Source: an optimization exercise on an open RTL-to-GDS flow (aim: small area). Production flows keep margins and buffers that such runs may drop. The RTL was checked by simulation tests, not by an equivalence proof against the original design. Power figures rest on the tool's default switching activity, not on a simulated workload.

==> flow/design.v <==
module debouncer (
    input  CLK,
    input  RST_N,
    input  btn_in,
    output reg btn_out
);
    reg [4:0] db_cnt;
    reg btn_sync1, btn_sync2, btn_stable;
    wire diff = btn_sync2 ^ btn_stable;
    wire hit  = db_cnt[4] & ~db_cnt[2] & ~db_cnt[0];
    wire run  = diff & ~hit;
    always @(posedge CLK or negedge RST_N) begin
        if (!RST_N) begin
            btn_sync1  <= 1'b0;
            btn_sync2  <= 1'b0;
            btn_stable <= 1'b0;
            db_cnt     <= 5'd0;
            btn_out    <= 1'b0;
        end else begin
            btn_sync1  <= btn_in;
            btn_sync2  <= btn_sync1;
            btn_stable <= btn_stable ^ (diff & hit);
            db_cnt     <= run ? {db_cnt[3:0], ~(db_cnt[4] ^ db_cnt[0])} : 5'd0;
            btn_out    <= btn_stable;
        end
    end
endmodule
module UART_RX (
    input        RX,
    input        CLK,
    input        RST_N,
    output [5:0] FLOOR,
    output       HALLup,
    output       HALLdown,
    output       CARcall,
    output       ERR
);
    localparam IDLE = 2'd0, START = 2'd1, DATA = 2'd2, STOP = 2'd3;
    localparam P_ST   = 4'd0,  P_C   = 4'd1,  P_C1  = 4'd2,  P_C2 = 4'd3,
               P_N1   = 4'd4,  P_N2  = 4'd5,  P_U   = 4'd6,  P_UP = 4'd7,
               P_D    = 4'd8,  P_DO  = 4'd9,  P_DOW = 4'd10, P_DOWN = 4'd11,
               P_BAD  = 4'd12;
    reg [1:0] rx_state;
    reg [2:0] clk_cnt;
    reg [8:0] sr;
    reg       rdy1, rdy2;
    reg [3:0] ps;
    reg [5:0] val;
    wire       rx_done = (rx_state == IDLE) && (clk_cnt == 3'd0) && sr[0];
    wire [7:0] b       = sr[8:1];
    wire       is_dig  = (b[7:4] == 4'h3) && (b[3:0] <= 4'd9);
    wire       is_C    = (b == 8'h43);
    wire       is_U    = (b == 8'h55);
    wire       is_P    = (b == 8'h50);
    wire       is_D    = (b == 8'h44);
    wire       is_O    = (b == 8'h4F);
    wire       is_W    = (b == 8'h57);
    wire       is_N    = (b == 8'h4E);
    wire       is_CR   = (b == 8'h0D);
    reg [3:0] ps_n;
    always @(*) begin
        ps_n = P_BAD;
        case (ps)
            P_ST:   if (is_C) ps_n = P_C; else if (is_dig) ps_n = P_N1;
            P_C:    if (is_dig) ps_n = P_C1;
            P_C1:   if (is_dig) ps_n = P_C2;
            P_N1:   if (is_dig) ps_n = P_N2; else if (is_U) ps_n = P_U; else if (is_D) ps_n = P_D;
            P_N2:   if (is_U) ps_n = P_U; else if (is_D) ps_n = P_D;
            P_U:    if (is_P) ps_n = P_UP;
            P_D:    if (is_O) ps_n = P_DO;
            P_DO:   if (is_W) ps_n = P_DOW;
            P_DOW:  if (is_N) ps_n = P_DOWN;
            default: ps_n = P_BAD;
        endcase
    end
    wire first_dig = (ps == P_ST) || (ps == P_C);
    wire [5:0] val10 = {val[2:0], 3'b000} + {val[4:0], 1'b0} + {2'b00, b[3:0]};
    always @(posedge CLK or negedge RST_N) begin
        if (!RST_N) begin
            rx_state <= IDLE;
            clk_cnt  <= 3'd1;
            rdy1     <= 1'b0;
            rdy2     <= 1'b0;
            ps       <= P_ST;
        end else begin
            rdy1 <= rx_done & is_CR;
            rdy2 <= rdy1;
            case (rx_state)
                IDLE: begin
                    if (RX == 1'b0) begin
                        rx_state <= START;
                        clk_cnt  <= 3'd0;
                    end else
                        clk_cnt  <= 3'd1;
                end
                START: begin
                    if (clk_cnt == 3'd4) begin
                        if (RX == 1'b0) begin
                            rx_state <= DATA;
                            clk_cnt  <= 3'd0;
                        end else
                            rx_state <= IDLE;
                    end else
                        clk_cnt <= clk_cnt + 3'd1;
                end
                DATA: begin
                    if (clk_cnt == 3'd7) begin
                        if (sr[1]) rx_state <= STOP;
                    end
                    clk_cnt <= clk_cnt + 3'd1;
                end
                STOP: begin
                    if (clk_cnt == 3'd7) rx_state <= IDLE;
                    clk_cnt <= clk_cnt + 3'd1;
                end
            endcase
            if (rdy2)
                ps <= P_ST;
            else if (rx_done && !is_CR)
                ps <= ps_n;
        end
    end
    always @(posedge CLK) begin
        if (rx_state == START && clk_cnt == 3'd4)
            sr <= 9'h100;
        else if (rx_state == DATA && clk_cnt == 3'd7)
            sr <= {RX, sr[8:1]};
        else if (rx_state == STOP && clk_cnt == 3'd7)
            sr[0] <= RX;
        if (rx_done && is_dig)
            val <= first_dig ? {2'b00, b[3:0]} : val10;
    end
    wire vok = (val[5] ? (val[4:0] == 5'd0) : (val[4:0] != 5'd0));
    wire c_ok  = (ps == P_C1) || (ps == P_C2);
    wire up_ok = (ps == P_UP);
    wire dn_ok = (ps == P_DOWN);
    assign FLOOR    = val;
    assign CARcall  = rdy2 & vok & c_ok;
    assign HALLup   = rdy2 & vok & up_ok;
    assign HALLdown = rdy2 & vok & dn_ok;
    assign ERR      = rdy2 & ~(vok & (c_ok | up_ok | dn_ok));
endmodule
module UART_TX (
    output reg  TX,
    input [1:0] TENS,
    input [3:0] ONES,
    input       UP,
    input       DN,
    input       ERR,
    input       CLK,
    input       RST_N,
    input       TX_temp_stop
);
    reg [10:0] secn;    
    wire [10:0] sec = ~secn;
    wire sec_wrap = &{sec[10:6], sec[3:0]};           
    wire one_sec_tick = (sec == 11'd0);
    wire tick = (sec[2:0] == 3'd0);
    always @(posedge CLK or negedge RST_N) begin
        if (!RST_N) secn <= 11'd0;
        else if (sec_wrap) secn <= ~{10'd0, sec[4]};
        else secn <= secn - 11'd1;
    end
    reg [1:0] mt;
    reg [1:0] mtens;
    reg [3:0] mones;
    reg [3:0] msg_idx;
    reg [3:0] bc;           
    reg tx_busy;
    reg abort_req;
    wire err = (mt == 2'b11);
    reg [7:0] ch;
    always @(*) begin
        case (msg_idx)
            4'd0:  ch = "F";
            4'd1:  ch = ":";
            4'd2:  ch = {6'b001100, mtens};
            4'd3:  ch = {4'h3, mones};
            4'd4:  ch = ",";
            4'd5:  ch = "D";
            4'd6:  ch = err ? "E" : "I";
            4'd7:  ch = "R";
            4'd8:  ch = err ? "R" : ":";
            4'd9:  ch = err ? ":" : (mt == 2'b00) ? "U" : (mt == 2'b01) ? "S" : "D";
            4'd10: ch = err ? "C" : (mt == 2'b00) ? "P" : (mt == 2'b01) ? "T" : "O";
            4'd11: ch = err ? "M" : (mt == 2'b00) ? 8'h0D : (mt == 2'b01) ? "O" : "W";
            4'd12: ch = err ? "D" : (mt == 2'b00) ? 8'h0A : (mt == 2'b01) ? "P" : "N";
            4'd13: ch = 8'h0D;
            default: ch = 8'h0A;
        endcase
    end
    wire last = (msg_idx == 4'd14) | ((mt == 2'b00) & (msg_idx == 4'd12));
    wire load = (ERR || one_sec_tick) && !tx_busy && !TX_temp_stop;
    wire cend = (bc == 4'd8);
    always @(posedge CLK or negedge RST_N) begin
        if (!RST_N) begin
            TX        <= 1'b1;
            tx_busy   <= 1'b0;
            abort_req <= 1'b0;
        end else begin
            if (TX_temp_stop && tx_busy)
                abort_req <= 1'b1;
            if (load)
                tx_busy <= 1'b1;
            if (tick) begin
                if (tx_busy) begin
                    TX <= bc[3] ? ~bc[0] : ch[bc[2:0]];
                    if (cend) begin
                        if (abort_req) begin
                            tx_busy   <= 1'b0;
                            abort_req <= 1'b0;
                        end else if (last)
                            tx_busy <= 1'b0;
                    end
                end else begin
                    TX <= 1'b1;
                    if (!TX_temp_stop)
                        abort_req <= 1'b0;
                end
            end
        end
    end
    always @(posedge CLK) begin
        if (load) begin
            mt      <= ERR ? 2'b11 : {DN, ~UP & ~DN};
            mtens   <= TENS;
            mones   <= ONES;
            msg_idx <= ERR ? 4'd6 : 4'd0;
            bc      <= 4'd15;
        end else if (tick && tx_busy) begin
            if (cend) begin
                bc <= 4'd15;
                if (!abort_req && !last)
                    msg_idx <= msg_idx + 4'd1;
            end else
                bc <= bc + 4'd1;
        end
    end
endmodule
module elevator_controller (
    input        CLK,
    input        RST_N,
    input        BTN_OPEN_db,
    input        BTN_CLOSE_db,
    input        EMG_STOP,
    input        UART_RX,
    input        TX_temp_stop_db,
    output       UART_TX,
    output       MOTOR_UP,
    output       MOTOR_DN,
    output       DOOR_OPEN_DRV,
    output       DOOR_CLOSE_DRV,
    output [4:0] o_floor,        
    output       o_up,
    output       o_dn,
    input  [1:0] i_tens,
    input  [3:0] i_ones
);
    localparam S_IDLE = 3'd0, S_MU = 3'd1, S_MD = 3'd2, S_DC = 3'd3,
               S_DO   = 3'd4, S_DW = 3'd5;
    localparam M_NORM = 2'd0, M_EMG = 2'd1, M_RES = 2'd2;
    localparam D_UP = 2'b00, D_STOP = 2'b01, D_DOWN = 2'b10;
    reg [2:0]  st;
    reg [1:0]  mode;
    reg [1:0]  dir;
    reg [4:0]  f;
    reg [12:0] timer;
    reg        close_req;
    reg        tx_err_req;
    reg [31:0] hu, hd, cc;      
    wire [5:0] rx_floor;
    wire rx_hall_up, rx_hall_down, rx_car_call, rx_err_pulse;
    UART_RX i_uart_rx (
        .CLK(CLK), .RST_N(RST_N), .RX(UART_RX),
        .FLOOR(rx_floor), .HALLup(rx_hall_up), .HALLdown(rx_hall_down),
        .CARcall(rx_car_call), .ERR(rx_err_pulse)
    );
    wire norm = (mode == M_NORM);
    wire res  = (mode == M_RES);
    wire emg  = EMG_STOP;
    assign MOTOR_UP       = norm & (st == S_MU);
    assign MOTOR_DN       = norm & (st == S_MD);
    assign DOOR_OPEN_DRV  = norm & ((st == S_DO) | (st == S_DW));
    assign DOOR_CLOSE_DRV = norm & (st == S_DC);
    assign o_floor = f;
    assign o_up    = MOTOR_UP;
    assign o_dn    = MOTOR_DN;
    UART_TX i_uart_tx (
        .CLK(CLK), .RST_N(RST_N), .TENS(i_tens), .ONES(i_ones), .UP(o_up), .DN(o_dn),
        .ERR(tx_err_req), .TX(UART_TX), .TX_temp_stop(TX_temp_stop_db)
    );
    wire [31:0] anyc = hu | hd | cc;
    reg  [31:0] above_m, below_m;
    integer i;
    always @(*) begin
        for (i = 0; i < 32; i = i + 1) begin
            above_m[i] = (i > f);
            below_m[i] = (i < f);
        end
    end
    wire [31:0] A = anyc & above_m;
    wire [31:0] B = anyc & below_m;
    wire any_above = |A;
    wire any_below = |B;
    function [4:0] lowest;
        input [31:0] x;
        integer k;
        begin
            lowest = 5'd0;
            for (k = 31; k >= 0; k = k - 1) if (x[k]) lowest = k;
        end
    endfunction
    function [4:0] highest;
        input [31:0] x;
        integer k;
        begin
            highest = 5'd0;
            for (k = 0; k < 32; k = k + 1) if (x[k]) highest = k;
        end
    endfunction
    wire [15:0] a1v = A[31:16] | A[15:0];
    wire [4:0] ca, cb;
    wire [31:0] Br;
    genvar gi;
    generate for (gi = 0; gi < 32; gi = gi + 1) begin : rv
        assign Br[gi] = B[31-gi];
    end endgenerate
    wire [4:0] cbr;
    penc32 pa (.x(A), .idx(ca));
    penc32 pb (.x(Br), .idx(cbr));
    assign cb = ~cbr;
    wire at_up = hu[f];
    wire at_dn = hd[f];
    wire at_cc = cc[f];
    wire at_any = at_up | at_dn | at_cc;
    wire d_up = (dir == D_UP);
    wire d_dn = dir[1];
    wire d_st = dir[0];
    wire stop_here = at_cc | (at_up & ~d_dn) | (at_dn & ~d_up) |
                     (d_up & at_any & ~any_above) | (d_dn & at_any & ~any_below);
    wire [5:0] sum_ab = ca + cb;
    wire [5:0] two_f  = {f, 1'b0};
    wire up_le = (sum_ab <= two_f);
    wire up_lt = (sum_ab <  two_f);
    wire t_door  = &{timer[10:6], timer[3:0]};                
    wire t_move  = &{timer[11:7], timer[4:0]};                
    wire t_dwell = timer[12] & timer[10] & timer[9] & timer[8] &
                   timer[6] & timer[5] & timer[3] & timer[2] & timer[1] & timer[0];  
    reg [2:0] nst;
    reg [1:0] ndir;
    always @(*) begin
        nst  = st;
        ndir = dir;
        case (st)
            S_IDLE: begin
                if (stop_here)
                    nst = S_DO;
                else if (d_up) begin
                    if (any_above) nst = S_MU;
                    else if (any_below) begin nst = S_MD; ndir = D_DOWN; end
                    else ndir = D_STOP;
                end else if (d_dn) begin
                    if (any_below) nst = S_MD;
                    else if (any_above) begin nst = S_MU; ndir = D_UP; end
                    else ndir = D_STOP;
                end else begin
                    if (any_above && (!any_below || up_le)) begin nst = S_MU; ndir = D_UP; end
                    else if (any_below) begin nst = S_MD; ndir = D_DOWN; end
                end
            end
            S_MU: begin
                ndir = D_UP;
                if (f == 5'd31 || t_move) nst = S_IDLE;
            end
            S_MD: begin
                ndir = D_DOWN;
                if (f == 5'd0 || t_move) nst = S_IDLE;
            end
            S_DO: begin
                if (t_door) nst = (close_req || BTN_CLOSE_db) ? S_DC : S_DW;
            end
            S_DW: begin
                if (BTN_OPEN_db) nst = S_DO;
                else if (BTN_CLOSE_db || close_req || t_dwell) nst = S_DC;
            end
            S_DC: begin
                if (BTN_OPEN_db) nst = S_DO;
                else if (t_door) nst = S_IDLE;
            end
            default: ;
        endcase
    end
    wire open_ev = ~emg & ((norm & (nst == S_DO) & (st != S_DO)) | (res & (st == S_DO)));
    wire clr_up = at_up & (~at_dn | d_up | (d_dn & ~any_below) |
                  (d_st & ((any_above & ~any_below) | (any_above & any_below & up_lt) | (~any_above & ~any_below))));
    wire clr_dn = at_dn & (~at_up | d_dn | (d_up & ~any_above) |
                  (d_st & ((~any_above & any_below) | (any_above & any_below & ~up_lt) | (~any_above & ~any_below))));
    wire [31:0] f_hot = 32'd1 << f;
    wire [31:0] rx_hot = 32'd1 << (rx_floor[4:0] - 5'd1);
    always @(posedge CLK or negedge RST_N) begin
        if (!RST_N) begin
            st         <= S_IDLE;
            mode       <= M_NORM;
            dir        <= D_STOP;
            f          <= 5'd0;
            close_req  <= 1'b0;
            tx_err_req <= 1'b0;
        end else if (emg) begin
            mode      <= M_EMG;
            if (res) st <= S_IDLE;
            dir       <= D_STOP;
            close_req <= 1'b0;
        end else begin
            case (mode)
                M_NORM: begin
                    st  <= nst;
                    dir <= ndir;
                end
                M_EMG: begin
                    mode <= (st == S_IDLE) ? M_NORM : M_RES;
                    dir  <= D_STOP;
                end
                default: begin
                    mode <= M_NORM;
                    dir  <= (st == S_MU) ? D_UP : (st == S_MD) ? D_DOWN : D_STOP;
                end
            endcase
            if (norm) begin
                if (st == S_DO || st == S_DW) begin
                    if (BTN_OPEN_db)       close_req <= 1'b0;
                    else if (BTN_CLOSE_db) close_req <= 1'b1;
                end
                if (nst == S_DC) close_req <= 1'b0;
                if (st == S_MU && t_move && f != 5'd31) f <= f + 5'd1;
                if (st == S_MD && t_move && f != 5'd0)  f <= f - 5'd1;
            end
            tx_err_req <= rx_err_pulse;
        end
    end
    wire [31:0] set_hu = (~emg & rx_hall_up)   ? rx_hot : 32'd0;
    wire [31:0] set_hd = (~emg & rx_hall_down) ? rx_hot : 32'd0;
    wire [31:0] set_cc = (~emg & rx_car_call)  ? rx_hot : 32'd0;
    wire [31:0] clr_hu = (open_ev & clr_up) ? f_hot : 32'd0;
    wire [31:0] clr_hd = (open_ev & clr_dn) ? f_hot : 32'd0;
    wire [31:0] clr_cc = open_ev ? f_hot : 32'd0;
    always @(posedge CLK or negedge RST_N) begin
        if (!RST_N) begin
            hu <= 32'd0;
            hd <= 32'd0;
            cc <= 32'd0;
        end else begin
            hu <= (hu | set_hu) & ~clr_hu;
            hd <= (hd | set_hd) & ~clr_hd;
            cc <= (cc | set_cc) & ~clr_cc;
        end
    end
    always @(posedge CLK) begin
        if (!emg) begin
            if (norm)
                timer <= (nst != st) ? 13'd0 : timer + 13'd1;
            else if (res && (st == S_DO || st == S_DC))
                timer <= 13'd0;
        end
    end
endmodule
module penc2 (input [1:0] x, output v, output idx);
    assign v = x[0] | x[1];
    assign idx = ~x[0];
endmodule
module penc32 (input [31:0] x, output [4:0] idx);
    wire [15:0] v1; wire [15:0] i1;
    genvar k;
    generate for (k = 0; k < 16; k = k + 1) begin : l1
        assign v1[k] = x[2*k] | x[2*k+1];
        assign i1[k] = ~x[2*k];
    end endgenerate
    wire [7:0] v2; wire [15:0] i2;
    generate for (k = 0; k < 8; k = k + 1) begin : l2
        assign v2[k] = v1[2*k] | v1[2*k+1];
        assign i2[2*k+1] = ~v1[2*k];
        assign i2[2*k]   = v1[2*k] ? i1[2*k] : i1[2*k+1];
    end endgenerate
    wire [3:0] v3; wire [11:0] i3;
    generate for (k = 0; k < 4; k = k + 1) begin : l3
        assign v3[k] = v2[2*k] | v2[2*k+1];
        assign i3[3*k+2] = ~v2[2*k];
        assign i3[3*k+1 -: 2] = v2[2*k] ? i2[4*k+1 -: 2] : i2[4*k+3 -: 2];
    end endgenerate
    wire [1:0] v4; wire [7:0] i4;
    generate for (k = 0; k < 2; k = k + 1) begin : l4
        assign v4[k] = v3[2*k] | v3[2*k+1];
        assign i4[4*k+3] = ~v3[2*k];
        assign i4[4*k+2 -: 3] = v3[2*k] ? i3[6*k+2 -: 3] : i3[6*k+5 -: 3];
    end endgenerate
    assign idx[4] = ~v4[0];
    assign idx[3:0] = v4[0] ? i4[3:0] : i4[7:4];
endmodule
module elevator_display_controller (
    input  [4:0] floor_idx,      
    input        up,
    input        dn,
    output [1:0] tens_o,
    output [3:0] ones_o,
    output [6:0] HEX7_O,
    output [6:0] HEX6_O,
    output [6:0] HEX5_O,
    output [6:0] HEX4_O,
    output [6:0] HEX3_O,
    output [6:0] HEX2_O,
    output [6:0] HEX1_O,
    output [6:0] HEX0_O
);
    localparam SEG_U = 7'b1000001;
    localparam SEG_P = 7'b0001100;
    localparam SEG_D = 7'b0100001;
    localparam SEG_O = 7'b1000000;
    localparam SEG_W = 7'b0010101;
    localparam SEG_N = 7'b0101011;
    localparam SEG_S = 7'b0010010;
    localparam SEG_T = 7'b0000111;
    localparam SEG_BLANK = 7'b1111111;
    function [6:0] seg;
        input [3:0] d;
        begin
            case (d)
                4'd0: seg = 7'b1000000;
                4'd1: seg = 7'b1111001;
                4'd2: seg = 7'b0100100;
                4'd3: seg = 7'b0110000;
                4'd4: seg = 7'b0011001;
                4'd5: seg = 7'b0010010;
                4'd6: seg = 7'b0000010;
                4'd7: seg = 7'b1111000;
                4'd8: seg = 7'b0000000;
                default: seg = 7'b0010000;
            endcase
        end
    endfunction
    wire [5:0] n = floor_idx + 6'd1;
    wire [1:0] tens = (n >= 6'd30) ? 2'd3 : (n >= 6'd20) ? 2'd2 : (n >= 6'd10) ? 2'd1 : 2'd0;
    wire [5:0] ones = n - tens * 6'd10;
    assign tens_o = tens;
    assign ones_o = ones[3:0];
    assign HEX5_O = seg({2'b00, tens});
    assign HEX4_O = seg(ones[3:0]);
    assign HEX7_O = up ? SEG_U : SEG_BLANK;
    assign HEX6_O = up ? SEG_P : SEG_BLANK;
    assign HEX3_O = up ? SEG_BLANK : dn ? SEG_D : SEG_S;
    assign HEX2_O = up ? SEG_BLANK : dn ? SEG_O : SEG_T;
    assign HEX1_O = up ? SEG_BLANK : dn ? SEG_W : SEG_O;
    assign HEX0_O = up ? SEG_BLANK : dn ? SEG_N : SEG_P;
endmodule
module ELEVATOR_TOP (
    input CLK,
    input RST_N,
    input BTN_OPEN,
    input BTN_CLOSE,
    input EMG_STOP,
    input UART_RXD,
    input BTN_TX_STOP,
    output UART_TXD,
    output [6:0] HEX0,
    output [6:0] HEX1,
    output [6:0] HEX2,
    output [6:0] HEX3,
    output [6:0] HEX4,
    output [6:0] HEX5,
    output [6:0] HEX6,
    output [6:0] HEX7,
    output MOTOR_UP,
    output MOTOR_DN,
    output DOOR_OPEN_DRV,
    output DOOR_CLOSE_DRV
);
    wire [4:0] floor_w;
    wire up_w, dn_w;
    wire [1:0] tens_w;
    wire [3:0] ones_w;
    wire btn_open_db, btn_close_db, btn_emg_db, tx_stop_db;
    debouncer db_open   (.CLK(CLK), .RST_N(RST_N), .btn_in(~BTN_OPEN),    .btn_out(btn_open_db));
    debouncer db_close  (.CLK(CLK), .RST_N(RST_N), .btn_in(~BTN_CLOSE),   .btn_out(btn_close_db));
    debouncer db_emg    (.CLK(CLK), .RST_N(RST_N), .btn_in(~EMG_STOP),    .btn_out(btn_emg_db));
    debouncer db_txstop (.CLK(CLK), .RST_N(RST_N), .btn_in(~BTN_TX_STOP), .btn_out(tx_stop_db));
    elevator_controller i_controller (
        .CLK(CLK), .RST_N(RST_N),
        .BTN_OPEN_db(btn_open_db), .BTN_CLOSE_db(btn_close_db), .EMG_STOP(btn_emg_db),
        .UART_RX(UART_RXD), .TX_temp_stop_db(tx_stop_db), .UART_TX(UART_TXD),
        .MOTOR_UP(MOTOR_UP), .MOTOR_DN(MOTOR_DN),
        .DOOR_OPEN_DRV(DOOR_OPEN_DRV), .DOOR_CLOSE_DRV(DOOR_CLOSE_DRV),
        .o_floor(floor_w), .o_up(up_w), .o_dn(dn_w),
        .i_tens(tens_w), .i_ones(ones_w)
    );
    elevator_display_controller i_display (
        .floor_idx(floor_w), .up(up_w), .dn(dn_w),
        .tens_o(tens_w), .ones_o(ones_w),
        .HEX7_O(HEX7), .HEX6_O(HEX6), .HEX5_O(HEX5), .HEX4_O(HEX4),
        .HEX3_O(HEX3), .HEX2_O(HEX2), .HEX1_O(HEX1), .HEX0_O(HEX0)
    );
endmodule
==> flow/flow/remap.tcl <==
# Re-map the combinational logic of the standard synthesis netlist for area.
# Flip-flops and tie cells are kept as they are (same instances, names and
# cell types); only the gates between them are re-mapped by ABC.
yosys -import
set lib $::env(REMAP_LIB)
set dont_use {}
foreach c $::env(REMAP_DONT_USE) { lappend dont_use -dont_use $c }
read_liberty -ignore_miss_func $lib
read_verilog $::env(REMAP_IN)
hierarchy -top $::env(FLOW_TOP)
setattr -mod -set keep_hierarchy 1 sky130_fd_sc_hd__df* sky130_fd_sc_hd__edf* sky130_fd_sc_hd__sdf* sky130_fd_sc_hd__dl* sky130_fd_sc_hd__conb_1
flatten
opt_clean
select $::env(FLOW_TOP)
abc -liberty $lib {*}$dont_use -script $::env(REMAP_SCRIPT)
splitnets
opt_clean -purge
hilomap -singleton -hicell sky130_fd_sc_hd__conb_1 HI -locell sky130_fd_sc_hd__conb_1 LO
insbuf -buf sky130_fd_sc_hd__buf_1 A X
opt_clean -purge
tee -o $::env(REMAP_STAT) stat -liberty $lib
write_verilog -noattr -nohex -nodec -selected $::env(REMAP_OUT)
==> flow/flow/cts_args.txt <==
-sink_clustering_enable -repair_clock_nets -dont_use_dummy_load -buf_list sky130_fd_sc_hd__clkbuf_8 -sink_clustering_size 16 -sink_clustering_max_diameter 80
==> flow/standard.sh <==
#!/bin/bash
# synth_recipe.tcl (not shown) runs the flow's synth.tcl, then flattens the netlist and writes it again
# the make line also repeats each setting of config.mk as NAME=value (left out here)
make -C /OpenROAD-flow-scripts/flow DESIGN_CONFIG=/design/flow/config.mk WORK_HOME=/design/flow/orfs CLKGATE_MAP_FILE= SYNTH_SCRIPT=/design/flow/synth_recipe.tcl "${@:-finish}"
==> flow/config.mk <==
export PLATFORM = sky130hd
export DESIGN_NAME = ELEVATOR_TOP
export DESIGN_NICKNAME = ELEVATOR_TOP
export VERILOG_FILES = /design/flow/design.v
export SDC_FILE = /design/flow/constraint.sdc
export NUM_CORES = 4
export LEC_CHECK = 0
export CAP_MARGIN = 20
export CORE_MARGIN = 2
export CORE_UTILIZATION = 60
export SLEW_MARGIN = 20
==> flow/flow/remap_4.abc <==
strash
&get -n
&deepsyn -I 1 -J 10 -S 4
&put
strash
&get -n
&st
&dch -f
&nf -a -R 1000
&put
strash
&get -n
&st
&dch -f
&nf -a -R 1000
&put
strash
&get -n
&st
&dch -f
&nf -a -R 1000
&put
strash
&get -n
&st
&dch -f
&nf -a -R 1000
&put
strash
&get -n
&st
&dch -f
&nf -a -R 1000
&put
strash
&get -n
&st
&dch -f
&nf -a -R 1000
&put
strash
&get -n
&st
&dch -f
&nf -a -R 1000
&put
strash
&get -n
&st
&dch -f
&nf -a -R 1000
&put
topo
==> flow/flow/remap_3.abc <==
strash
&get -n
&deepsyn -I 1 -J 10 -S 3
&put
strash
&get -n
&st
&dch -f
&nf -a -R 1000
&put
strash
&get -n
&st
&dch -f
&nf -a -R 1000
&put
strash
&get -n
&st
&dch -f
&nf -a -R 1000
&put
strash
&get -n
&st
&dch -f
&nf -a -R 1000
&put
strash
&get -n
&st
&dch -f
&nf -a -R 1000
&put
strash
&get -n
&st
&dch -f
&nf -a -R 1000
&put
strash
&get -n
&st
&dch -f
&nf -a -R 1000
&put
strash
&get -n
&st
&dch -f
&nf -a -R 1000
&put
topo
==> flow/flow/remap_2.abc <==
strash
&get -n
&deepsyn -I 1 -J 10 -S 2
&put
strash
&get -n
&st
&dch -f
&nf -a -R 1000
&put
strash
&get -n
&st
&dch -f
&nf -a -R 1000
&put
strash
&get -n
&st
&dch -f
&nf -a -R 1000
&put
strash
&get -n
&st
&dch -f
&nf -a -R 1000
&put
strash
&get -n
&st
&dch -f
&nf -a -R 1000
&put
strash
&get -n
&st
&dch -f
&nf -a -R 1000
&put
strash
&get -n
&st
&dch -f
&nf -a -R 1000
&put
strash
&get -n
&st
&dch -f
&nf -a -R 1000
&put
topo
==> flow/flow/run.sh <==
#!/bin/bash
# Own layout flow: the standard synthesis, then an area-oriented re-map of
# the combinational logic (registers untouched), then the standard layout
# with the port buffers made from the smallest buffer cell.
set -euo pipefail
HERE=$(pwd)
R=$HERE/orfs/results/$FLOW_PLATFORM/ELEVATOR_TOP/base
YOSYS=yosys
[[ -x $FLOW_HOME/../tools/install/yosys/bin/yosys ]] && YOSYS=$FLOW_HOME/../tools/install/yosys/bin/yosys

bash standard.sh synth > $HERE/log_1_standard_synth.log 2>&1

cp $R/1_2_yosys.v $HERE/1_2_yosys_standard.v
export REMAP_LIB=$FLOW_HOME/platforms/sky130hd/lib/sky130_fd_sc_hd__tt_025C_1v80.lib
export REMAP_DONT_USE="$(make -s -C $FLOW_HOME DESIGN_CONFIG=$HERE/config.mk WORK_HOME=$HERE/orfs print-DONT_USE_CELLS 2>/dev/null | tail -1 | sed 's/^DONT_USE_CELLS: //')"
export REMAP_IN=$HERE/1_2_yosys_standard.v
# several ABC runs (different deepsyn seeds) in parallel; keep the smallest netlist
for s in 1 2 3 4; do
  ( REMAP_OUT=$HERE/1_2_yosys_remap_$s.v REMAP_STAT=$HERE/remap_stat_$s.txt REMAP_SCRIPT=$HERE/flow/remap_$s.abc \
    $YOSYS -c $HERE/flow/remap.tcl > $HERE/log_2_remap_$s.log 2>&1 ) &
done
wait
best=""; besta=""
for s in 1 2 3 4; do
  a=$(grep "Chip area for module" $HERE/remap_stat_$s.txt 2>/dev/null | tail -1 | awk '{print $NF}')
  [[ -n "$a" && -s $HERE/1_2_yosys_remap_$s.v ]] || continue
  if [[ -z "$best" ]] || awk -v a="$a" -v b="$besta" 'BEGIN{exit !(a<b)}'; then best=$s; besta=$a; fi
done
[[ -n "$best" ]]
echo "remap: kept run $best, area $besta" > $HERE/remap_choice.txt
cp $HERE/1_2_yosys_remap_$best.v $R/1_2_yosys.v
touch $R/1_2_yosys.v

export BUFFER_PORTS_ARGS="-buffer_cell sky130_fd_sc_hd__buf_1"
# clock tree: small clock buffers, larger sink clusters, no dummy loads
export CTS_ARGS="$(cat $HERE/flow/cts_args.txt)"
bash standard.sh finish > $HERE/log_3_standard_layout.log 2>&1
==> flow/flow/remap_1.abc <==
strash
&get -n
&deepsyn -I 1 -J 10 -S 1
&put
strash
&get -n
&st
&dch -f
&nf -a -R 1000
&put
strash
&get -n
&st
&dch -f
&nf -a -R 1000
&put
strash
&get -n
&st
&dch -f
&nf -a -R 1000
&put
strash
&get -n
&st
&dch -f
&nf -a -R 1000
&put
strash
&get -n
&st
&dch -f
&nf -a -R 1000
&put
strash
&get -n
&st
&dch -f
&nf -a -R 1000
&put
strash
&get -n
&st
&dch -f
&nf -a -R 1000
&put
strash
&get -n
&st
&dch -f
&nf -a -R 1000
&put
topo
==> flow/constraint.sdc <==
create_clock -name core_clock -period 25.0 [get_ports {CLK}]
set_input_delay 5.0000 -clock core_clock [delete_from_list [all_inputs] [get_ports {CLK}]]
set_output_delay 5.0000 -clock core_clock [all_outputs]
set_load 0.01 [all_outputs]
==> results of run 1 <==
metal layers:
layer  GRT usage  vias to the layer above  share of wire
met4      0.1600                        0          0.051
met2      0.5478                      715           0.44
met5           0                        -              0
met3     0.07100                      120           0.11
met1      0.5006                     5283           0.41
li1            -                     5087              -
worst max-delay path, stage by stage, from the launching register on:
cell	delay, ns
dfrtp_1	0.77
clkinv_1	0.49
a21boi_0	0.46
clkinv_1	0.23
a31oi_1	0.27
nor2_1	0.14
a21oi_1	0.15
nor2_1	0.07
nor4_1	0.59
o21ai_0	0.23
o21a_1	0.16
a21o_1	0.16
nor2_1	0.08
buf_1	0.16
state kept, by name, indices dropped and copies added (netlist names), 3 cells and up, named ones only:
| register | count |
|---|---|
| i_controller.f | 5 |
| i_controller.timer | 13 |
| i_controller.hu | 32 |
| db_txstop.db_cnt | 5 |
| i_controller.cc | 32 |
| db_emg.db_cnt | 5 |
| db_close.db_cnt | 5 |
| i_controller.i_uart_rx.val | 6 |
| i_controller.i_uart_rx.clk_cnt | 3 |
| db_open.db_cnt | 5 |
| i_controller.i_uart_tx.bc | 4 |
| i_controller.i_uart_tx.mones | 4 |
| i_controller.i_uart_rx.sr | 9 |
| i_controller.i_uart_tx.secn | 11 |
| i_controller.i_uart_tx.msg_idx | 4 |
| i_controller.hd | 32 |
| i_controller.st | 3 |
| i_controller.i_uart_rx.ps | 4 |
report_power, final:
group          switching [mW]  internal (mW)  total, mW
Clock                   0.111         0.0615      0.172
Sequential             0.0381          0.397      0.435
Combinational          0.0525         0.0362     0.0886
how the worst max path moves through the flow:
| stage | cells after the start | to | startpoint | slack [ns] |
|---|---|---|---|---|
| 2_1_floorplan | 12 | HEX4[1] | i_controller.f[2] | 16.36 |
| 3_3_place_gp | 13 | HEX4[1] | i_controller.f[3] | 16.32 |
| 3_5_place_dp | 13 | HEX4[1] | i_controller.f[3] | 16.13 |
| 4_1_cts | 13 | HEX4[1] | i_controller.f[3] | 15.53 |
| 5_1_grt | 13 | HEX4[1] | i_controller.f[3] | 15.14 |
| 6_report | 13 | HEX4[1] | i_controller.f[3] | 15.50 |
final cells by class:
type	count	area, um^2
clock buffers	17	234.0
fillers	1582	6470
inverters	31	116.4
multi-input cells	1067	5782
flip-flops and latches	215	5474
well taps	234	292.8
repair buffers	83	399.1
stage by stage:
| step | instance area (um^2) | utilization |
|---|---|---|
| 3_5_place_dp | 12060 | 0.6423 |
| 6_report | 12300 | 0.6553 |
| 2_1_floorplan | 11520 | - |
| 3_3_place_gp | 12060 | 0.6423 |
| 5_1_grt | 12300 | 0.6553 |
| 4_1_cts | 12290 | 0.6548 |
==> flow_metrics.env, run 1 <==
export IMPL_post_route_period_util=0.3802
export IMPL_final_setup_worst_slack_ns=15.50
export IMPL_die_w_um=142.5
export IMPL_dp_final_hpwl_um=26030
export IMPL_start_kind="flip-flop"
export IMPL_finalSetupViolCount=0
export IMPL_dpl_worst_slack_ns=16.13
export IMPL_cts_sinks=215
export IMPL_postSynthAreaPerCell_um2=8.521
export IMPL_crit_path_end_kind="output port"
export IMPL_cts_resized=0
export IMPL_io_pins=68
export IMPL_grt_setup_unrepaired="false"
export IMPL_overflow=0
export IMPL_max_vdd_ir_drop_uv=71.54
export IMPL_drc=0
export IMPL_drv_slew=0
export IMPL_gr_usage_all_layers=0.3589
export IMPL_start_util=0.6129
export IMPL_outcome="finished clean"
export IMPL_final_nets=1422
export IMPL_antenna_cells=0
export IMPL_dp_cells=1629
export IMPL_syn_inst=1350
export IMPL_worstHoldStart="i_controller.i_uart_rx.rdy1"
export IMPL_cts_hold_buf=0
export IMPL_grt_max_degree=82
export IMPL_r2r_worst_path_cells=29
export IMPL_clkLatencyLatePin_ns=0.55
export IMPL_postCtsSetupRepairBufs=0
export IMPL_p_leak_nw=5.054
export IMPL_syn_area_um2=11500
export IMPL_vias_per_cell=6.803
export IMPL_ant_nets=0
export IMPL_finalClockSkew_ns=0.03520
export IMPL_hp_class="reg -> reg"
export IMPL_cts_clk_slew_worst_paths_ns=0.10
export IMPL_wirelength_um=36250
export IMPL_grt_pass1_wl_um=57130
export IMPL_htreeDepth=1
export IMPL_arrival_ns=4.51
export IMPL_gp_congestion=1.037
export IMPL_reg2reg_slack_ns=17.30
export IMPL_drive_gt1_frac=0.03185
export IMPL_holdWs_ns=0.3582
export IMPL_power_density_nw_per_um2=56.59
export IMPL_max_slew_margin=0.2790
export IMPL_whs_path_depth=0
export IMPL_numCtsBuffers=17
export IMPL_critical_path_reg2reg_startpoint="i_controller.f[4]"
export IMPL_setup_tns_ns=0
export IMPL_fmax_ghz=0.1052
export IMPL_holdPathEnd="i_controller.i_uart_rx.rdy2"
export IMPL_finalWorstPathRequiredPeriod_ns=9.505
export IMPL_hold_violations=0
export IMPL_cts_root_buf="clkbuf_8"
export IMPL_grt_antenna_before_repair=0
export IMPL_tightest_slew_ns=1.076
export IMPL_critPathMaxFanout=19
export IMPL_rows=50
export IMPL_instances_no_fill=1647
export IMPL_syn_to_final_growth_pct=6.906
export IMPL_dieArea_um2=20300
export IMPL_crit_type="reg -> out"
export IMPL_grt_pass1_vias=10430
export IMPL_final_common_cell="a21oi_1"
export IMPL_firstDrtPassIters=6
export IMPL_die_y_um=142.5
export IMPL_core_um2=18770
export IMPL_clk_path_buf_depth=3
export IMPL_required_ns=20.00
export IMPL_p_total_mw=0.6959
export IMPL_routedWlPerCell_um=22.01
export IMPL_drv_cap=0
export IMPL_drt_iter0_drc=1657
export IMPL_io_buffers=61
export IMPL_vias=11210
export IMPL_rr_endpoint="i_controller.hd[17]"
export IMPL_final_cell_mix="a21oi_1 (259), dfrtp_1 (168), nor2_1 (161)"
export IMPL_cts_tree="done"
export IMPL_yosys_warnings=5
==> run 2: changes to the inputs <==
--- a/flow/design.v
+++ b/flow/design.v
@@ -153,4 +153,3 @@
 );
-    reg [10:0] secn;    
-    wire [10:0] sec = ~secn;
+    reg [10:0] sec;
     wire sec_wrap = &{sec[10:6], sec[3:0]};           
@@ -159,5 +158,5 @@
     always @(posedge CLK or negedge RST_N) begin
-        if (!RST_N) secn <= 11'd0;
-        else if (sec_wrap) secn <= ~{10'd0, sec[4]};
-        else secn <= secn - 11'd1;
+        if (!RST_N) sec <= 11'h7FF;
+        else if (sec_wrap) sec <= {10'd0, sec[4]};
+        else sec <= sec + 11'd1;
     end
@@ -407,2 +406,5 @@
             tx_err_req <= 1'b0;
+            hu         <= 32'd0;
+            hd         <= 32'd0;
+            cc         <= 32'd0;
         end else if (emg) begin
@@ -437,19 +439,5 @@
             tx_err_req <= rx_err_pulse;
-        end
-    end
-    wire [31:0] set_hu = (~emg & rx_hall_up)   ? rx_hot : 32'd0;
-    wire [31:0] set_hd = (~emg & rx_hall_down) ? rx_hot : 32'd0;
-    wire [31:0] set_cc = (~emg & rx_car_call)  ? rx_hot : 32'd0;
-    wire [31:0] clr_hu = (open_ev & clr_up) ? f_hot : 32'd0;
-    wire [31:0] clr_hd = (open_ev & clr_dn) ? f_hot : 32'd0;
-    wire [31:0] clr_cc = open_ev ? f_hot : 32'd0;
-    always @(posedge CLK or negedge RST_N) begin
-        if (!RST_N) begin
-            hu <= 32'd0;
-            hd <= 32'd0;
-            cc <= 32'd0;
-        end else begin
-            hu <= (hu | set_hu) & ~clr_hu;
-            hd <= (hd | set_hd) & ~clr_hd;
-            cc <= (cc | set_cc) & ~clr_cc;
+            hu <= (hu | (rx_hall_up   ? rx_hot : 32'd0)) & ~((open_ev & clr_up) ? f_hot : 32'd0);
+            hd <= (hd | (rx_hall_down ? rx_hot : 32'd0)) & ~((open_ev & clr_dn) ? f_hot : 32'd0);
+            cc <= (cc | (rx_car_call  ? rx_hot : 32'd0)) & ~(open_ev ? f_hot : 32'd0);
         end
--- a/flow/flow/run.sh
+++ b/flow/flow/run.sh
@@ -16,4 +16,5 @@
 export REMAP_IN=$HERE/1_2_yosys_standard.v
-# several ABC runs (different deepsyn seeds) in parallel; keep the smallest netlist
-for s in 1 2 3 4; do
+# eight ABC runs (different deepsyn seeds), four at a time; keep the smallest netlist
+for s in 1 2 3 4 5 6 7 8; do
+  if (( s == 5 )); then wait; fi
   ( REMAP_OUT=$HERE/1_2_yosys_remap_$s.v REMAP_STAT=$HERE/remap_stat_$s.txt REMAP_SCRIPT=$HERE/flow/remap_$s.abc \
@@ -23,3 +24,3 @@
 best=""; besta=""
-for s in 1 2 3 4; do
+for s in 1 2 3 4 5 6 7 8; do
   a=$(grep "Chip area for module" $HERE/remap_stat_$s.txt 2>/dev/null | tail -1 | awk '{print $NF}')
==> flow/flow/remap_5.abc (new file) <==
strash
&get -n
&deepsyn -I 1 -J 10 -S 5
&put
strash
&get -n
&st
&dch -f
&nf -a -R 1000
&put
strash
&get -n
&st
&dch -f
&nf -a -R 1000
&put
strash
&get -n
&st
&dch -f
&nf -a -R 1000
&put
strash
&get -n
&st
&dch -f
&nf -a -R 1000
&put
strash
&get -n
&st
&dch -f
&nf -a -R 1000
&put
strash
&get -n
&st
&dch -f
&nf -a -R 1000
&put
strash
&get -n
&st
&dch -f
&nf -a -R 1000
&put
strash
&get -n
&st
&dch -f
&nf -a -R 1000
&put
topo
==> flow/flow/remap_6.abc (new file) <==
strash
&get -n
&deepsyn -I 1 -J 10 -S 6
&put
strash
&get -n
&st
&dch -f
&nf -a -R 1000
&put
strash
&get -n
&st
&dch -f
&nf -a -R 1000
&put
strash
&get -n
&st
&dch -f
&nf -a -R 1000
&put
strash
&get -n
&st
&dch -f
&nf -a -R 1000
&put
strash
&get -n
&st
&dch -f
&nf -a -R 1000
&put
strash
&get -n
&st
&dch -f
&nf -a -R 1000
&put
strash
&get -n
&st
&dch -f
&nf -a -R 1000
&put
strash
&get -n
&st
&dch -f
&nf -a -R 1000
&put
topo
==> flow/flow/remap_7.abc (new file) <==
strash
&get -n
&deepsyn -I 1 -J 10 -S 7
&put
strash
&get -n
&st
&dch -f
&nf -a -R 1000
&put
strash
&get -n
&st
&dch -f
&nf -a -R 1000
&put
strash
&get -n
&st
&dch -f
&nf -a -R 1000
&put
strash
&get -n
&st
&dch -f
&nf -a -R 1000
&put
strash
&get -n
&st
&dch -f
&nf -a -R 1000
&put
strash
&get -n
&st
&dch -f
&nf -a -R 1000
&put
strash
&get -n
&st
&dch -f
&nf -a -R 1000
&put
strash
&get -n
&st
&dch -f
&nf -a -R 1000
&put
topo
==> flow/flow/remap_8.abc (new file) <==
strash
&get -n
&deepsyn -I 1 -J 10 -S 8
&put
strash
&get -n
&st
&dch -f
&nf -a -R 1000
&put
strash
&get -n
&st
&dch -f
&nf -a -R 1000
&put
strash
&get -n
&st
&dch -f
&nf -a -R 1000
&put
strash
&get -n
&st
&dch -f
&nf -a -R 1000
&put
strash
&get -n
&st
&dch -f
&nf -a -R 1000
&put
strash
&get -n
&st
&dch -f
&nf -a -R 1000
&put
strash
&get -n
&st
&dch -f
&nf -a -R 1000
&put
strash
&get -n
&st
&dch -f
&nf -a -R 1000
&put
topo
--- a/flow/config.mk
+++ b/flow/config.mk
@@ -9,3 +9,4 @@
 export CORE_MARGIN = 2
-export CORE_UTILIZATION = 60
+export CORE_UTILIZATION = 40
+export GPL_TIMING_DRIVEN = 0
 export SLEW_MARGIN = 20
==> run 2 against run 1 <==
Final cell count grew 9.6%; global-route usage is 12 points lower; routed wire length is 0.11% higher; critical path type unchanged; largest cell class unchanged; highest routed layer unchanged.
==> flow_metrics.env, run 2 <==
export IMPL_yosys_warnings=5
export IMPL_grt_setup_unrepaired="false"
export IMPL_max_slew_margin=0.2365
export IMPL_io_pins=68
export IMPL_crit_path_end_kind="output port"
export IMPL_clkLatencyLatePin_ns=0.56
export IMPL_whs_path_depth=0
export IMPL_io_buffers=61
export IMPL_drt_iter0_drc=1088
export IMPL_vias_per_cell=5.963
export IMPL_crit_chain="clkinv_1, nor2_1, a21o_1, nor2b_1, xnor2_1, nor2_1, nor3_1, buf_1"
export IMPL_post_route_period_util=0.3676
export IMPL_cp_endpoint="HEX4[2]"
export IMPL_fill_cells=2749
export IMPL_rr_endpoint="i_controller.hu[25]"
export IMPL_start_kind="flip-flop"
export IMPL_cp_slowest_stage_delay_ns=0.87
export IMPL_grt_antenna_before_repair=0
export IMPL_regArea_um2=5488
export IMPL_grt_pass1_wl_um=56970
export IMPL_dp_final_hpwl_um=26330
export IMPL_required_ns=20.00
export IMPL_crit_type="reg -> out"
export IMPL_holdWs_ns=0.3552
export IMPL_finalSetupViolCount=0
export IMPL_p_leak_nw=5.197
export IMPL_core_um2=27860
export IMPL_hold_violations=0
export IMPL_critical_path_reg2reg_startpoint="i_controller.f[0]"
export IMPL_syn_to_final_growth_pct=11.15
export IMPL_cts_root_buf="clkbuf_8"
export IMPL_critPathMostFrequentCell="nor2_1"
export IMPL_final_setup_worst_slack_ns=15.81
export IMPL_cts_sinks=215
export IMPL_die_y_um=172.6
export IMPL_tightest_slew_ns=1.137
export IMPL_finalClockSkew_ns=0.07947
export IMPL_arrival_ns=4.19
export IMPL_grt_pass1_vias=9986
export IMPL_r2r_worst_path_cells=28
export IMPL_worstSetupStartpoint="i_controller.f[0]"
export IMPL_routedWlPerCell_um=20.10
export IMPL_drive_gt1_frac=0.04765
export IMPL_start_util=0.4083
export IMPL_power_density_nw_per_um2=56.77
export IMPL_cts_clk_slew_worst_paths_ns=0.10
export IMPL_fmax_ghz=0.1088
export IMPL_final_util=0.4538
export IMPL_rows=61
export IMPL_overflow=0
export IMPL_postSynthAreaPerCell_um2=8.590
export IMPL_final_nets=1436
export IMPL_ant_nets=0
export IMPL_cts_tree="done"
export IMPL_hp_class="reg -> reg"
export IMPL_finalWorstPathRequiredPeriod_ns=9.189
export IMPL_die_w_um=172.6
export IMPL_cts_hold_buf=0
export IMPL_syn_inst=1324
export IMPL_numCtsBuffers=18
export IMPL_setup_tns_ns=0
export IMPL_outcome="finished clean"
export IMPL_vias=10760
export IMPL_critPathMaxFanout=16
export IMPL_worstHoldStart="db_open.btn_sync1"
export IMPL_gp_congestion=0.9788
export IMPL_htreeDepth=1
export IMPL_drv_cap=0
export IMPL_multi_input_area_um2=5694
export IMPL_wirelength_um=36290
export IMPL_max_vdd_ir_drop_uv=50.67
export IMPL_syn_area_um2=11370
export IMPL_final_cell_mix="a21oi_1 (274), dfrtp_1 (157), nor2_1 (142)"
export IMPL_grt_max_degree=33
export IMPL_postCtsSetupRepairBufs=0
export IMPL_cp_slowest_cell="nor2_1"
export IMPL_cts_resized=0
export IMPL_reg2reg_slack_ns=16.07
export IMPL_antenna_cells=0
export IMPL_reg_top3="i_controller.cc: 32 flops, i_controller.hd: 32 flops, i_controller.hu: 32 flops"
export IMPL_dieArea_um2=29800
export IMPL_gr_usage_all_layers=0.2375
export IMPL_drc=0
export IMPL_firstDrtPassIters=7
export IMPL_final_common_cell="a21oi_1"
export IMPL_clk_path_buf_depth=3
export IMPL_dpl_worst_slack_ns=16.45
export IMPL_drv_slew=0
==> run 2: worst max-delay path: cells and delay by family, from the launching register on <==
kind	cells	cell delay, ns
AND/OR/NAND/NOR	4	1.61
flip-flops	1	0.78
buffers and inverters	2	0.66
AO/OA/AOI/OAI	1	0.41
XOR/XNOR	1	0.22
==> run 2: final cells by class <==
type,count,area share
Multi-Input combinational cell,1041,0.4504
Inverter,31,0.009204
Clock buffer,18,0.01960
Timing Repair Buffer,81,0.03711
Buffer,41,0.01217
Tap cell,378,0.03741
Sequential cell,215,0.4341
==> run 2: worst min path at each step <==
| stage | endpoint |
|---|---|
| 2_1_floorplan | db_close.btn_sync2 |
| 3_3_place_gp | db_txstop.btn_sync2 |
| 3_5_place_dp | db_open.btn_sync2 |
| 4_1_cts | db_open.btn_sync2 |
| 5_1_grt | i_controller.i_uart_rx.rdy2 |
| 6_report | db_open.btn_sync2 |
==> run 2: per-stage QoR <==
step	cell area (um^2)	power [mW]	cells
2_1_floorplan	11390	0.5075	1328
3_3_place_gp	12090	0.5381	1767
3_5_place_dp	12390	0.5460	1786
4_1_cts	12640	0.7253	1804
5_1_grt	12640	0.7594	1805
6_report	12640	0.7176	1805
==> run 2: layer usage <==
| metal | vias up | GRT usage | part of all wire |
|---|---|---|---|
| li1 | 5053 | - | - |
| met1 | 5126 | 0.3336 | 0.44 |
| met2 | 481 | 0.3573 | 0.43 |
| met3 | 104 | 0.06003 | 0.095 |
| met4 | 0 | 0.08120 | 0.038 |
| met5 | - | 0 | 0 |
==> run 2: power breakdown <==
group          switching [mW]  internal (mW)
clock                   0.115         0.0650
combinational          0.0605         0.0419
sequential             0.0354          0.400
total                   0.211          0.507
==> run 3: changes to the inputs <==
--- a/flow/config.mk
+++ b/flow/config.mk
@@ -9,4 +9,3 @@
 export CORE_MARGIN = 2
-export CORE_UTILIZATION = 40
-export GPL_TIMING_DRIVEN = 0
+export CORE_UTILIZATION = 60
 export SLEW_MARGIN = 20
==> run 3 against run 2 <==
Still clean; via count increased by 1.3%; design area fell by 3.7%; sequential cell count is the same; setup slack better by 0.49 ns; utilization up 20 points; largest cell class unchanged.
==> flow_metrics.env, run 3 <==
export IMPL_outcome="finished clean"
export IMPL_grt_setup_unrepaired="false"
export IMPL_clk_path_buf_depth=3
export IMPL_drv_cap=0
export IMPL_cts_hold_buf=0
export IMPL_ant_nets=0
export IMPL_gp_congestion=1.044
export IMPL_placed_cell_area_um2=11920
export IMPL_cp_slowest_cell="dfrtp_1"
export IMPL_post_route_period_util=0.3480
export IMPL_postCtsSetupRepairBufs=0
export IMPL_yosys_warnings=5
export IMPL_finalWorstPathRequiredPeriod_ns=8.701
export IMPL_finalClockSkew_ns=0.04643
export IMPL_die_w_um=141.7
export IMPL_rows=50
export IMPL_htreeDepth=1
export IMPL_crit_chain="clkinv_1, nor2_1, a21o_1, nor2b_1, xnor2_1, nor2_1, nor3_1, buf_1"
export IMPL_critPathMaxFanout=16
export IMPL_max_slew_margin=0.2173
export IMPL_drt_iter0_drc=1339
export IMPL_holdWs_ns=0.3556
export IMPL_grt_max_degree=80
export IMPL_dp_final_hpwl_um=25670
export IMPL_drive_gt1_frac=0.03974
export IMPL_grt_pass1_vias=10240
export IMPL_reg_top3="i_controller.cc: 32 flops, i_controller.hd: 32 flops, i_controller.hu: 32 flops"
export IMPL_fin_area_um2=12180
export IMPL_tightest_slew_ns=1.168
export IMPL_final_common_cell="a21oi_1"
export IMPL_hold_violations=0
export IMPL_vias_per_cell=6.742
export IMPL_p_leak_nw=5.103
export IMPL_start_kind="flip-flop"
export IMPL_cts_clk_slew_worst_paths_ns=0.09
export IMPL_start_util=0.6101
export IMPL_firstDrtPassIters=6
export IMPL_cts_tree="done"
export IMPL_finalSetupViolCount=0
export IMPL_core_um2=18640
export IMPL_syn_to_final_growth_pct=7.073
export IMPL_crit_path_end_kind="output port"
export IMPL_clkLatencyLatePin_ns=0.55
export IMPL_io_buffers=61
export IMPL_path_buf_inv=2
export IMPL_die_y_um=141.7
export IMPL_routedWlPerCell_um=22.12
export IMPL_cts_sinks=215
export IMPL_final_cell_mix="a21oi_1 (274), dfrtp_1 (157), nor2_1 (147)"
export IMPL_drv_slew=0
export IMPL_cts_root_buf="clkbuf_8"
export IMPL_dieArea_um2=20070
export IMPL_required_ns=20.00
export IMPL_syn_inst=1324
export IMPL_cp_slowest_stage_delay_ns=0.69
export IMPL_numCtsBuffers=17
export IMPL_drc=0
export IMPL_setup_tns_ns=0
export IMPL_grt_pass1_wl_um=55950
export IMPL_crit_type="reg -> out"
export IMPL_power_density_nw_per_um2=58.19
export IMPL_antenna_cells=0
export IMPL_arrival_ns=3.70
export IMPL_final_nets=1393
export IMPL_io_pins=68
export IMPL_syn_area_um2=11370
export IMPL_gr_usage_all_layers=0.3546
export IMPL_wirelength_um=35790
export IMPL_max_vdd_ir_drop_uv=70.94
export IMPL_cts_resized=0
export IMPL_overflow=0
export IMPL_vias=10910
export IMPL_grt_antenna_before_repair=0
export IMPL_cpLargestDelayFamily="simple AND/OR/NAND/NOR gates"
export IMPL_critPathMostFrequentCell="nor2_1"
export IMPL_hp_class="reg -> reg"
export IMPL_postSynthAreaPerCell_um2=8.590
export IMPL_fmax_ghz=0.1149
[run 3: final cells by class]
cell class / count / area [um^2]
multi-input cells: 1041 / 5652
flip-flops and latches: 215 / 5488
inverters: 31 / 116.4
clock buffers: 17 / 234.0
fillers: 1621 / 6465
well taps: 234 / 292.8
repair buffers: 80 / 395.4
[run 3: where the power goes]
part	internal (mW)	switching (mW)
combinational	0.0402	0.0614
clock	0.0615	0.110
sequential	0.400	0.0357
total	0.502	0.207
[run 3: per-stage QoR]
step | instances | setup slack [ns] | power, mW | util
2_1_floorplan | 1328 | 17.33 | 0.5075 | -
3_3_place_gp | 1600 | 17.11 | 0.5364 | 0.6392
3_5_place_dp | 1600 | 16.96 | 0.5436 | 0.6392
4_1_cts | 1617 | 16.38 | 0.7093 | 0.6517
5_1_grt | 1618 | 16.10 | 0.7441 | 0.6532
6_report | 1618 | 16.30 | 0.7086 | 0.6532
[run 3: per-layer routing]
metal  GRT usage  routed length, um  vias to the layer above
li1            -                  -                     4957
met1      0.4983              14590                     5087
met2      0.5335              15570                      696
met3     0.06277               3575                      169
met4      0.1779               2053                        0
met5           0                  0                        -
[run 3: worst paths after layout]
| kind | from | end | slack (ns) | cells past startpoint |
|---|---|---|---|---|
| min in group asynchronous | RST_N | i_controller.hd[1] | 4.32 | 1 |
| worst min-delay path | i_controller.i_uart_rx.rdy1 | i_controller.i_uart_rx.rdy2 | 0.36 | 0 |
| worst min register to register | i_controller.i_uart_rx.rdy1 | i_controller.i_uart_rx.rdy2 | 0.36 | 0 |
| worst max-delay path | i_controller.f[0] | HEX4[2] | 16.30 | 8 |
| worst max register to register | i_controller.f[0] | i_controller.hu[8] | 17.31 | 25 |
| max in group asynchronous | RST_N | i_controller.i_uart_tx.sec[3] | 18.77 | 4 |
==> run 4: changes to the inputs <==
--- a/flow/config.mk
+++ b/flow/config.mk
@@ -7,5 +7,5 @@
 export LEC_CHECK = 0
-export CAP_MARGIN = 20
+export CAP_MARGIN = 0
 export CORE_MARGIN = 2
 export CORE_UTILIZATION = 60
-export SLEW_MARGIN = 20
+export SLEW_MARGIN = 0
==> run 4 against run 3 <==
Critical path type unchanged; largest power group unchanged; final cell count is essentially flat; count of clock-buffer cells in the layout unchanged; sequential share of layout area rose by 0.10 points; still clean.
==> flow_metrics.env, run 4 <==
export IMPL_drc=0
export IMPL_core_um2=18640
export IMPL_final_util=0.6517
export IMPL_multi_input_area_um2=5652
export IMPL_regArea_um2=5488
export IMPL_max_vdd_ir_drop_uv=71.06
export IMPL_start_util=0.6101
export IMPL_gr_usage_all_layers=0.3546
export IMPL_numCtsBuffers=17
export IMPL_cts_root_buf="clkbuf_8"
export IMPL_dieArea_um2=20070
export IMPL_finalWorstPathRequiredPeriod_ns=8.682
export IMPL_syn_area_um2=11370
export IMPL_vias_per_cell=6.748
export IMPL_cts_tree="done"
export IMPL_gp_congestion=1.044
export IMPL_reg2reg_slack_ns=17.31
export IMPL_final_cell_mix="a21oi_1 (274), dfrtp_1 (157), nor2_1 (147)"
export IMPL_fmax_ghz=0.1152
export IMPL_power_density_nw_per_um2=58.19
export IMPL_crit_chain="clkinv_1, nor2_1, a21o_1, nor2b_1, xnor2_1, nor2_1, nor3_1, buf_1"
export IMPL_max_slew_margin=0.2456
export IMPL_grt_setup_unrepaired="false"
export IMPL_io_pins=68
export IMPL_grt_pass1_vias=10240
export IMPL_dp_cells=1600
export IMPL_cts_sinks=215
export IMPL_yosys_warnings=5
export IMPL_syn_inst=1324
export IMPL_grt_pass1_wl_um=55950
export IMPL_clkLatencyLatePin_ns=0.54
export IMPL_final_common_cell="a21oi_1"
export IMPL_crit_path_end_kind="output port"
export IMPL_cpLargestDelayFamily="simple AND/OR/NAND/NOR gates"
export IMPL_firstDrtPassIters=8
export IMPL_cp_slowest_stage_delay_ns=0.70
export IMPL_path_buf_inv=2
export IMPL_finalSetupViolCount=0
export IMPL_hp_class="reg -> reg"
export IMPL_overflow=0
export IMPL_drt_iter0_drc=1396
export IMPL_cts_hold_buf=0
export IMPL_wirelength_um=35800
export IMPL_p_leak_nw=5.090
export IMPL_cts_clk_slew_worst_paths_ns=0.09
export IMPL_start_kind="flip-flop"
export IMPL_die_w_um=141.7
export IMPL_required_ns=20.00
export IMPL_reg_top3="i_controller.cc: 32 flops, i_controller.hd: 32 flops, i_controller.hu: 32 flops"
export IMPL_htreeDepth=1
export IMPL_cts_resized=0
export IMPL_routedWlPerCell_um=22.14
export IMPL_outcome="finished clean"
export IMPL_clk_path_buf_depth=3
export IMPL_instances_no_fill=1617
export IMPL_fill_cells=1623
export IMPL_critPathMaxFanout=16
export IMPL_drive_gt1_frac=0.03905
export IMPL_rows=50
export IMPL_ant_nets=0
export IMPL_antenna_cells=0
export IMPL_finalClockSkew_ns=0.04229
export IMPL_postCtsSetupRepairBufs=0
export IMPL_die_y_um=141.7
export IMPL_io_buffers=61
export IMPL_vias=10910
export IMPL_grt_antenna_before_repair=0
export IMPL_drv_cap=0
export IMPL_cp_slowest_cell="dfrtp_1"
export IMPL_critPathMostFrequentCell="nor2_1"
export IMPL_crit_type="reg -> out"
export IMPL_setup_tns_ns=0
export IMPL_syn_to_final_growth_pct=6.832
export IMPL_fin_area_um2=12150
export IMPL_placed_cell_area_um2=11920
export IMPL_tightest_slew_ns=1.125
export IMPL_drv_slew=0
export IMPL_arrival_ns=3.68
export IMPL_final_nets=1392
export IMPL_dp_final_hpwl_um=25670
export IMPL_postSynthAreaPerCell_um2=8.590
export IMPL_post_route_period_util=0.3473
export IMPL_grt_max_degree=80
export IMPL_hold_violations=0
[run 4: final cells by class]
class,instances,area share
repair buffers,79,0.03027
multi-input cells,1041,0.4651
clock buffers,17,0.01926
well taps,234,0.02410
inverters,31,0.009577
flip-flops and latches,215,0.4517
[run 4: layer usage]
layer  track usage  vias to the layer above  share of wire
met5             0                        -              0
met4        0.1779                        0          0.057
met3       0.06277                      166           0.10
met2        0.5335                      668           0.44
met1        0.4983                     5125           0.40
li1              -                     4953              -
[run 4: where the power goes]
group	internal [mW]	switching (mW)
Clock	0.0615	0.109
Sequential	0.400	0.0357
Combinational	0.0397	0.0614
Total	0.501	0.206
[run 4: final timing paths]
check	start	endpoint	cells past startpoint
setup reg to reg	i_controller.f[0]	i_controller.hu[8]	25
hold reg to reg	i_controller.i_uart_rx.rdy1	i_controller.i_uart_rx.rdy2	0
setup / recovery	i_controller.f[0]	HEX4[2]	8
max in group asynchronous	RST_N	i_controller.f[4]	3
min in group asynchronous	RST_N	i_controller.hd[1]	1
hold / removal	i_controller.i_uart_rx.rdy1	i_controller.i_uart_rx.rdy2	0
[run 4: through the flow]
stage,power [mW],hold WS [ns],worst slack (ns)
2_1_floorplan,0.5075,0.3312,17.33
3_3_place_gp,0.5364,0.3327,17.11
3_5_place_dp,0.5436,0.3347,16.96
4_1_cts,0.7093,0.3557,16.38
5_1_grt,0.7434,0.3689,16.10
6_report,0.7070,0.3555,16.32
==> run 5: changes to the inputs <==
--- a/flow/config.mk
+++ b/flow/config.mk
@@ -9,3 +9,3 @@
 export CORE_MARGIN = 2
-export CORE_UTILIZATION = 60
+export CORE_UTILIZATION = 40
 export SLEW_MARGIN = 0
==> run 5 against run 4 <==
First-iteration DRC count fell by 22%; critical endpoint unchanged; non-clock buffer count stayed put; combinational power is 4% higher; highest routed layer unchanged; hold slack better by 0.0012 ns; sequential cell count did not move; sequential power shrank 0.9%; critical path depth unchanged; critical path type unchanged; synthesized area did not move; still clean on timing, DRC and antenna; setup slack better by 0.076 ns; utilization is 21 points lower.
==> flow_metrics.env, run 5 <==
export IMPL_outcome="finished clean"
export IMPL_critPathMaxFanout=16
export IMPL_cts_root_buf="clkbuf_8"
export IMPL_arrival_ns=3.61
export IMPL_max_slew_margin=0.05577
export IMPL_io_pins=68
export IMPL_holdPathEnd="db_txstop.btn_sync2"
export IMPL_dpl_worst_slack_ns=17.01
export IMPL_vias_per_cell=6.120
export IMPL_htreeDepth=1
export IMPL_hold_violations=0
export IMPL_gp_congestion=0.9825
export IMPL_instances_no_fill=1762
export IMPL_ant_nets=0
export IMPL_whs_path_depth=0
export IMPL_syn_area_um2=11370
export IMPL_drt_iter0_drc=1088
export IMPL_max_vdd_ir_drop_uv=56.99
export IMPL_clk_path_buf_depth=3
export IMPL_cts_clk_slew_worst_paths_ns=0.10
export IMPL_core_um2=27860
export IMPL_grt_antenna_before_repair=0
export IMPL_syn_to_final_growth_pct=8.602
export IMPL_multi_input_area_um2=5659
export IMPL_reg2reg_slack_ns=17.06
export IMPL_dieArea_um2=29800
export IMPL_grt_pass1_wl_um=57100
export IMPL_worstHoldStart="db_txstop.btn_sync1"
export IMPL_crit_type="reg -> out"
export IMPL_syn_inst=1324
export IMPL_required_ns=20.00
export IMPL_dp_final_hpwl_um=25900
export IMPL_grt_pass1_vias=10020
export IMPL_finalClockSkew_ns=0.04504
export IMPL_cts_hold_buf=0
export IMPL_overflow=0
export IMPL_finalSetupViolCount=0
export IMPL_r2r_worst_path_cells=25
export IMPL_firstDrtPassIters=11
export IMPL_start_util=0.4083
export IMPL_io_buffers=61
export IMPL_final_setup_worst_slack_ns=16.39
export IMPL_postCtsSetupRepairBufs=0
export IMPL_wirelength_um=36560
export IMPL_rr_endpoint="i_controller.hu[15]"
export IMPL_regArea_um2=5488
export IMPL_final_cell_mix="a21oi_1 (274), dfrtp_1 (157), nor2_1 (146)"
export IMPL_critical_path_reg2reg_startpoint="i_controller.f[0]"
export IMPL_setup_tns_ns=0
export IMPL_start_kind="flip-flop"
export IMPL_finalWorstPathRequiredPeriod_ns=8.606
export IMPL_antenna_cells=0
export IMPL_drive_gt1_frac=0.04118
export IMPL_drv_slew=0
export IMPL_final_common_cell="a21oi_1"
export IMPL_numCtsBuffers=18
export IMPL_postSynthAreaPerCell_um2=8.590
export IMPL_routedWlPerCell_um=20.75
export IMPL_vias=10780
export IMPL_drc=0
export IMPL_reg_top3="i_controller.cc: 32 flops, i_controller.hd: 32 flops, i_controller.hu: 32 flops"
export IMPL_die_y_um=172.6
export IMPL_power_density_nw_per_um2=57.99
export IMPL_yosys_warnings=5
export IMPL_p_leak_nw=5.100
export IMPL_dp_cells=1744
export IMPL_grt_max_degree=74
export IMPL_clkLatencyLatePin_ns=0.54
export IMPL_cts_tree="done"
export IMPL_crit_path_end_kind="output port"
export IMPL_cts_resized=0
export IMPL_drv_cap=0
export IMPL_final_nets=1393
export IMPL_cts_sinks=215
export IMPL_tightest_slew_ns=1.403
export IMPL_gr_usage_all_layers=0.2377
export IMPL_fmax_ghz=0.1162
export IMPL_rows=61
export IMPL_grt_setup_unrepaired="false"
export IMPL_post_route_period_util=0.3442
export IMPL_die_w_um=172.6
export IMPL_p_total_mw=0.7162
export IMPL_hp_class="reg -> reg"
export IMPL_fill_cells=2762
run 5: worst max-delay path by stage:
stage	startpoint	end	slack, ns	cells after the start
2_1_floorplan	i_controller.f[2]	HEX4[0]	17.33	7
3_3_place_gp	i_controller.f[0]	HEX4[2]	17.17	8
3_5_place_dp	i_controller.f[0]	HEX4[2]	17.01	8
4_1_cts	i_controller.f[0]	HEX4[2]	16.43	8
5_1_grt	i_controller.f[0]	HEX4[2]	16.16	8
6_report	i_controller.f[0]	HEX4[2]	16.39	8
run 5: per-layer routing:
layer / share of wire / up-vias / GRT usage / wire length (um)
li1: - / 4955 / - / -
met1: 0.44 / 5174 / 0.3386 / 15950
met2: 0.43 / 527 / 0.3543 / 15610
met3: 0.087 / 127 / 0.04464 / 3171
met4: 0.050 / 0 / 0.1015 / 1832
met5: 0 / - / 0 / 0
run 5: per-stage QoR:
stage	hold WS, ns	area (um^2)	util
2_1_floorplan	0.3312	11390	-
3_3_place_gp	0.3330	12100	0.4345
3_5_place_dp	0.3358	12100	0.4345
4_1_cts	0.3612	12350	0.4434
5_1_grt	0.3711	12350	0.4434
6_report	0.3568	12350	0.4434
run 5: worst max-delay path, cell delays in order (launching register included):
cell	delay, ns
dfrtp_1	0.69
clkinv_1	0.37
nor2_1	0.65
a21o_1	0.36
nor2b_1	0.27
xnor2_1	0.22
nor2_1	0.09
nor3_1	0.25
buf_1	0.19
run 5: area by class of cell:
class | count | area share
multi-input combinational | 1041 | 0.4582
clock buffer | 18 | 0.02006
tap | 378 | 0.03829
timing repair buffer | 79 | 0.02978
sequential | 215 | 0.4443
inverter | 31 | 0.009421
run 5: where the power goes:
group	internal [mW]	switching, mW
Sequential	0.400	0.0324
Clock	0.0650	0.114
Combinational	0.0406	0.0639
Total	0.506	0.211

-- port drivers added, routing unchanged --
No port has a modelled driver above. Below, the same layouts with a new extraction and two added sets of constraints. Step 1: set_driving_cell puts a clkbuf_16 on CLK and a buf_2 on each other input, an assumption about the parent block. Step 2 also shifts input and output timing later by t, the mid clock arrival at the registers, as if the neighbouring blocks saw the same clock. Slacks: ideal ports / drivers / drivers and shift; pairs: ideal ports / drivers.
run	t, ns	slack for setup (ns)	worst setup path after step 2
run 1	0.564	15.495 / 15.456 / 16.019	register to output
run 2	0.560	15.811 / 15.769 / 16.074	register to register
run 3	0.573	16.299 / 16.250 / 16.823	register to output
run 4	0.568	16.318 / 16.270 / 16.838	register to output
run 5	0.554	16.394 / 16.353 / 16.907	register to output
After both steps setup and hold are still met in every run listed.
